This design comes from an exercise in tuning for small area on the open sky130 flow, not from production work. Only simulation tests tie the RTL to the original design; equivalence was not proved.

## display
module display(clk,rst_n,rst_n1,hex1,hex2,hex3,hex4,hex5,hex6,add_in,sub_in,model_in);
For scale: roughly 0.0031 sq mm of cells after synthesis.
export LEC_CHECK = 0
export CAP_MARGIN = 0
export CORE_MARGIN = 2
export CORE_UTILIZATION = 85
export CTS_BUF_LIST = sky130_fd_sc_hd__clkbuf_4
export PLACE_DENSITY = 0.9
export SLEW_MARGIN = 0
create_clock -name core_clock -period 20.0 [get_ports {clk}]
standard.sh (not shown) runs the stock make flow with config.mk's settings and CLKGATE_MAP_FILE= SYNTH_SCRIPT=/design/flow/synth_recipe.tcl, a recipe that flattens the netlist after the stock synthesis.
==> flow/flow/run.sh <==
#!/bin/bash
# Layout flow:
#  2. the same synthesis again, without adder extraction and with an
#     area-oriented ABC script, for several ABC random seeds; the smallest
#     netlist whose registers (names and cell types) are exactly those of the
#     standard synthesis replaces the standard one (if none, the standard
#     synthesis is kept)
#  3. the standard layout steps, with port buffers of the smallest buffer
#     (buf_1), CTS with clkbuf_4 and no dummy loads, and every cell swapped to
#     its smallest drive strength just before placement repair.
# Each tool's output goes to a log file in this folder (and ORFS's own logs).
set -euo pipefail
HERE=$(pwd)
FLOWDIR=$HERE/flow
RES=$HERE/orfs/results/$FLOW_PLATFORM/display/base

bash standard.sh synth > $HERE/synth_standard.log 2>&1
cp $RES/1_2_yosys.v $HERE/standard_netlist.v
python3 $FLOWDIR/regs.py $HERE/standard_netlist.v > $HERE/regs_standard.txt

SEEDS="0 1 2 3 4 5 6 7"
run_seed() {
  local S=$1
  python3 $FLOWDIR/own_synth.py $HERE $FLOWDIR $FLOW_HOME $S
  local CMD
  CMD=$(grep '^make -C' standard.sh | sed -e "s#SYNTH_SCRIPT=[^ ]*#SYNTH_SCRIPT=$HERE/own_synth_$S.tcl#" \
        -e "s#WORK_HOME=[^ ]*#WORK_HOME=$HERE/syn_$S#" -e 's#"${@:-finish}"#synth#')
  bash -c "set -euo pipefail; $CMD" > $HERE/synth_own_$S.log 2>&1 || true
}
for S in $SEEDS; do
  run_seed $S &
  while [ $(jobs -rp | wc -l) -ge 4 ]; do sleep 1; done
done
wait

BEST=""; BESTA=""
for S in $SEEDS; do
  R=$HERE/syn_$S/results/$FLOW_PLATFORM/display/base
  STAT=$HERE/syn_$S/reports/$FLOW_PLATFORM/display/base/synth_stat.txt
  [ -f $R/1_synth.odb ] && [ -f $STAT ] || continue
  python3 $FLOWDIR/regs.py $R/1_2_yosys.v > $HERE/regs_own_$S.txt
  cmp -s $HERE/regs_standard.txt $HERE/regs_own_$S.txt || continue
  A=$(grep "Chip area for module" $STAT | head -1 | awk '{print $NF}')
  echo "seed $S area $A" >> $HERE/synth_choice.log
  if [ -z "$BEST" ] || python3 -c "import sys; sys.exit(0 if float('$A') < float('$BESTA') else 1)"; then
    BEST=$S; BESTA=$A
  fi
done

if [ -n "$BEST" ]; then
  R=$HERE/syn_$BEST/results/$FLOW_PLATFORM/display/base
  for f in 1_2_yosys.v 1_2_yosys.sdc 1_synth.odb 1_synth.sdc; do
    cp $R/$f $RES/$f
    sleep 1
  done
  echo "own synthesis used: seed $BEST area $BESTA" >> $HERE/synth_choice.log
else
  echo "own synthesis refused, standard synthesis used" >> $HERE/synth_choice.log
fi
rm -rf $HERE/syn_*/objects

export BUFFER_PORTS_ARGS="-buffer_cell sky130_fd_sc_hd__buf_1"
export CTS_ARGS="-sink_clustering_enable -repair_clock_nets -buf_list sky130_fd_sc_hd__clkbuf_4 -dont_use_dummy_load"
export PRE_RESIZE_TCL=$FLOWDIR/downsize.tcl
bash standard.sh > $HERE/layout.log 2>&1
Other scripts of this flow, unchanged in this note and not shown: flow/flow/area.abc, flow/flow/downsize.tcl, flow/flow/own_synth.py, flow/flow/regs.py
The first run failed in global placement without I/O with GPL-0301.
Rerun with:
Settings changed: CORE_UTILIZATION 85 to 70, PLACE_DENSITY 0.9 to unset.
After rerunning:
- The new run passed the timing, DRC and antenna checks
- synthesized area is unchanged
- synthesized cell count does not change

## re-timing with driven ports
The flow's constraints put no driver on any port. The routed layout listed below was extracted and timed again, unchanged, in two steps.
Step 1: set_driving_cell puts a clkbuf_16 on clk and a buf_2 on each other input, an assumption about the parent block.
Step 2 also shifts input and output timing later by t, the mid clock arrival at the registers, as if the neighbouring blocks saw the same clock.
Three values: no drivers, after step 1, after step 2; two values: the first two.
run: the second run
t, ns: 0.411
slack for setup (ns): 12.596 / 12.572 / 12.983
slew at the worst register clock pin (ns): 0.11 / 0.11
pins driven straight from the clock port: 1
After both steps the second run still meets setup and hold. The setup slack of the second run moves by -0.024 ns with the drivers and by +0.387 ns with both steps.
